Source: an optimization exercise on an open RTL-to-GDS flow (aim: small area, a short achievable clock period and few clock cycles). Production flows keep margins and buffers that such runs may drop. Where RTL was checked, it was by simulation tests only, not by an equivalence proof against the original. Power and IR drop assume default switching activity.

## apb_ram
module apb_ram (
  input presetn,
  input pclk,
  input psel,
  input penable,
  input pwrite,
  input [31:0] paddr, pwdata,
  output reg [31:0] prdata,
  output pready,
  output reg pslverr
);
Size: roughly 2,100 cells after synthesis, about 1,100 flip-flops, roughly 100 I/O pins.
==> module apb_ram, before the edit <==
module apb_ram (
  input presetn,
  input pclk,
  input psel,
  input penable,
  input pwrite,
  input [31:0] paddr, pwdata,
  output reg [31:0] prdata,
  output pready,
  output reg pslverr
);
  wire [31:0] mem [0:31];
  wire [4:0]  a   = paddr[4:0];
  wire        bad = |paddr[31:5];
  wire [31:0] wd  = pwdata & {32{presetn}};
  reg         wr_q;
  assign pready = penable;
  wire [31:0] oh;
  wire [7:0]  oh8;
  wire [3:0]  oh4;
  wire [31:0] rd;
  always @(posedge pclk) begin
    prdata  <= rd;
    pslverr <= bad;
    wr_q    <= psel & ~penable & pwrite & ~bad;
  end
  genvar i, j;
  generate
    for (i = 0; i < 32; i = i + 1) begin : g_word
      reg [31:0] q;
      assign oh[i] = (a == i);
      always @(posedge pclk)
        if (!presetn || (wr_q && oh[i]))
          q <= wd;
      assign mem[i] = q;
    end
    for (i = 0; i < 8; i = i + 1) begin : g_oh8
      assign oh8[i] = (a[4:2] == i);
    end
    for (i = 0; i < 4; i = i + 1) begin : g_oh4
      assign oh4[i] = (a[1:0] == i);
    end
    for (j = 0; j < 32; j = j + 1) begin : g_rd
      wire [7:0] m;
      wire [2:0] g;
      for (i = 0; i < 8; i = i + 1) begin : g_l1
        apb_ram_aor4 u_mux (.s(oh4),
                            .d({mem[4*i+3][j], mem[4*i+2][j], mem[4*i+1][j], mem[4*i][j]}),
                            .y(m[i]));
      end
      apb_ram_aoi3 u_aoi0 (.s(oh8[2:0]), .d(m[2:0]), .y_n(g[0]));
      apb_ram_aoi3 u_aoi1 (.s(oh8[5:3]), .d(m[5:3]), .y_n(g[1]));
      apb_ram_aoi2 u_aoi2 (.s(oh8[7:6]), .d(m[7:6]), .y_n(g[2]));
      assign rd[j] = ~&g;
    end
  endgenerate
endmodule
==> module apb_ram_aor4, before the edit <==
module apb_ram_aor4 (
  input  [3:0] s,
  input  [3:0] d,
  output       y
);
  assign y = |(s & d);
endmodule
==> flow/config.mk <==
export PLATFORM = sky130hd
export DESIGN_NAME = apb_ram
export DESIGN_NICKNAME = apb_ram
export VERILOG_FILES = /design/flow/design.v
export SDC_FILE = /design/flow/constraint.sdc
export NUM_CORES = 4
export LEC_CHECK = 0
export CAP_MARGIN = 20
export CORE_MARGIN = 2
export CORE_UTILIZATION = 60
export CTS_CLUSTER_DIAMETER = 100
export CTS_CLUSTER_SIZE = 24
export SETUP_SLACK_MARGIN = 0.7
export SLEW_MARGIN = 20
export SYNTH_HIERARCHICAL = 1
export SYNTH_MINIMUM_KEEP_SIZE = 0
==> flow/constraint.sdc <==
create_clock -name core_clock -period 2.6 [get_ports {pclk}]
set_input_delay 0.5200 -clock core_clock [delete_from_list [all_inputs] [get_ports {pclk}]]
set_output_delay 0.5200 -clock core_clock [all_outputs]
set_load 0.01 [all_outputs]
standard.sh (not shown) runs the stock make flow with config.mk's settings and CLKGATE_MAP_FILE= SYNTH_SCRIPT=/design/flow/synth_recipe.tcl, a recipe that flattens the netlist after the stock synthesis.
==> flow/flow/run.sh <==
#!/bin/bash
# Standard ORFS layout (standard synthesis unchanged); only the port buffers
# differ: buf_2 instead of the default pick (a slow delay buffer).
set -euo pipefail
bash standard.sh "BUFFER_PORTS_ARGS=-buffer_cell sky130_fd_sc_hd__buf_2" finish > orfs_make.log 2>&1
Next try:
--- a/flow/design.v
+++ b/flow/design.v
@@ -18,5 +18,4 @@
   wire [31:0] oh;
   wire [7:0]  oh8;
-  wire [3:0]  oh4;
   wire [31:0] rd;
   always @(posedge pclk) begin
@@ -38,12 +37,9 @@
       assign oh8[i] = (a[4:2] == i);
     end
-    for (i = 0; i < 4; i = i + 1) begin : g_oh4
-      assign oh4[i] = (a[1:0] == i);
-    end
     for (j = 0; j < 32; j = j + 1) begin : g_rd
       wire [7:0] m;
       wire [2:0] g;
       for (i = 0; i < 8; i = i + 1) begin : g_l1
-        apb_ram_aor4 u_mux (.s(oh4),
+        apb_ram_mux4 u_mux (.s(a[1:0]),
                             .d({mem[4*i+3][j], mem[4*i+2][j], mem[4*i+1][j], mem[4*i][j]}),
                             .y(m[i]));
@@ -56,10 +52,10 @@
   endgenerate
 endmodule
-module apb_ram_aor4 (
-  input  [3:0] s,
+module apb_ram_mux4 (
+  input  [1:0] s,
   input  [3:0] d,
   output       y
 );
-  assign y = |(s & d);
+  assign y = d[s];
 endmodule
 module apb_ram_aoi3 (
Setup slack is better by 0.042 ns.
Global-route usage came out lower by 1.9 points.
Total power barely changes.
Cell area came out higher by 1.4%.
Clock-buffer cell count decreases by 8.
Critical path depth came out lower by 6.
Register-to-register slack improves by 0.03 ns.
Area after synthesis grows by 2.5%.
Sequential share of layout area came out lower by 0.97 points.
Wire length is lower by 11%.
Sequential cell count stays the same.
Testbench counts after the change, summed over its fixed seeds: cycles 32,000.
The RTL of the first run of this note was laid out without a check of its function.

========
apb_ram, a different RTL version from the one above (not shown whole).
For scale: roughly 1100 flip-flops, roughly 100 I/O pins, ~37000 um2 of cells after synthesis.
==> module apb_ram, before the edit <==
module apb_ram (
  input presetn,
  input pclk,
  input psel,
  input penable,
  input pwrite,
  input [31:0] paddr, pwdata,
  output reg [31:0] prdata,
  output pready,
  output reg pslverr
);
  wire [31:0] mem [0:31];
  wire [4:0]  a   = paddr[4:0];
  wire        bad = |paddr[31:5];
  wire [31:0] wd  = pwdata & {32{presetn}};
  reg         wr_q;
  assign pready = penable;
  wire [31:0] oh;
  wire [7:0]  oh8;
  wire [3:0]  oh4;
  wire [31:0] rd;
  always @(posedge pclk) begin
    prdata  <= rd;
    pslverr <= bad;
    wr_q    <= psel & ~penable & pwrite & ~bad;
  end
  genvar i, j;
  generate
    for (i = 0; i < 32; i = i + 1) begin : g_word
      reg [31:0] q;
      assign oh[i] = (a == i);
      always @(posedge pclk)
        if (!presetn || (wr_q && oh[i]))
          q <= wd;
      assign mem[i] = q;
    end
    for (i = 0; i < 8; i = i + 1) begin : g_oh8
      assign oh8[i] = (a[2:0] == i);
    end
    for (i = 0; i < 4; i = i + 1) begin : g_oh4
      assign oh4[i] = (a[4:3] == i);
    end
    for (j = 0; j < 32; j = j + 1) begin : g_rd
      wire [3:0] m;
      for (i = 0; i < 4; i = i + 1) begin : g_l1
        apb_ram_aor8 u_aor (.s(oh8),
                            .d({mem[8*i+7][j], mem[8*i+6][j], mem[8*i+5][j], mem[8*i+4][j],
                                mem[8*i+3][j], mem[8*i+2][j], mem[8*i+1][j], mem[8*i][j]}),
                            .y(m[i]));
      end
      apb_ram_aor4 u_aor (.s(oh4), .d(m), .y(rd[j]));
    end
  endgenerate
endmodule
export LEC_CHECK = 0
export CAP_MARGIN = 20
export CORE_MARGIN = 2
export CORE_UTILIZATION = 60
export CTS_BUF_LIST = sky130_fd_sc_hd__clkbuf_8
export CTS_CLUSTER_DIAMETER = 100
export CTS_CLUSTER_SIZE = 12
export SETUP_SLACK_MARGIN = 0.8
export SLEW_MARGIN = 20
export SYNTH_HIERARCHICAL = 1
export SYNTH_MINIMUM_KEEP_SIZE = 0
create_clock -name core_clock -period 2.6 [get_ports {pclk}]
Scripts as last shown in full above: flow/flow/run.sh
The first run finished clean.
Testbench counts at the start, summed over its fixed seeds: cycles 32,000.
==> next run, changes <==
--- a/flow/design.v
+++ b/flow/design.v
@@ -25,16 +25,22 @@
     wr_q    <= psel & ~penable & pwrite & ~bad;
   end
   genvar i, j;
   generate
     for (i = 0; i < 32; i = i + 1) begin : g_word
       reg [31:0] q;
+      wire [1:0] en;
       assign oh[i] = (a == i);
+      apb_ram_wen u_en0 (.rst_n(presetn), .w(wr_q), .s(oh[i]), .en(en[0]));
+      apb_ram_wen u_en1 (.rst_n(presetn), .w(wr_q), .s(oh[i]), .en(en[1]));
       always @(posedge pclk)
-        if (!presetn || (wr_q && oh[i]))
-          q <= wd;
+        if (en[0])
+          q[15:0] <= wd[15:0];
+      always @(posedge pclk)
+        if (en[1])
+          q[31:16] <= wd[31:16];
       assign mem[i] = q;
     end
     for (i = 0; i < 8; i = i + 1) begin : g_oh8
       assign oh8[i] = (a[2:0] == i);
     end
     for (i = 0; i < 4; i = i + 1) begin : g_oh4
@@ -63,6 +69,14 @@
   input  [7:0] s,
   input  [7:0] d,
   output       y
 );
   assign y = |(s & d);
 endmodule
+module apb_ram_wen (
+  input  rst_n,
+  input  w,
+  input  s,
+  output en
+);
+  assign en = ~rst_n | (w & s);
+endmodule
After rerunning: The new run completed without violations; utilization falls by 0.24 points; first-iteration DRC count came out higher by about 12%; cell area rose by 1.5%; power stays flat; hold slack is better by 0.0031 ns; sequential share of layout area came out lower by 1.1 points; die area goes up by about 1.5%; clock power fell by about 0.7%; sequential power barely changes.
No functional check of the RTL was part of the second run of this note.

-- port drivers added, routing unchanged --
No port has a modelled driver above. Below, the same layouts with a new extraction and two added sets of constraints. Step 1 (the two cells are an assumption about what drives the block):
set clk [get_ports {pclk}]
set_driving_cell -lib_cell sky130_fd_sc_hd__clkbuf_16 $clk
set_driving_cell -lib_cell sky130_fd_sc_hd__buf_2 [delete_from_list [all_inputs] $clk]
Step 2 adds t to the input delays and takes it off the output delays; t is the mean of the earliest and latest rising clock arrival at the registers after step 1. Input paths then give back, and output paths get back, about the clock's delay inside the block. Three values: no drivers, after step 1, after step 2; two values: the first two.
| run | t, ns | setup WS [ns] | slew at the worst register clock pin (ns) | cell pins on the clock port's net |
|---|---|---|---|---|
| the first run of note 1 | 0.688 | 0.703 / 0.709 / 0.039 | 0.10 / 0.10 | 1 |
| the second run of note 1 | 0.695 | 0.745 / 0.745 / 0.098 | 0.10 / 0.10 | 1 |
| the first run of note 2 | 0.787 | 0.847 / 0.784 / 0.132 | 0.09 / 0.09 | 1 |
| the second run of note 2 | 0.770 | 0.753 / 0.792 / 0.024 | 0.09 / 0.09 | 1 |
After both steps setup and hold are still met in every run listed. For the second run of note 2, which loses most, drivers alone change the setup slack by +0.039 ns; drivers and shift together by -0.729 ns.
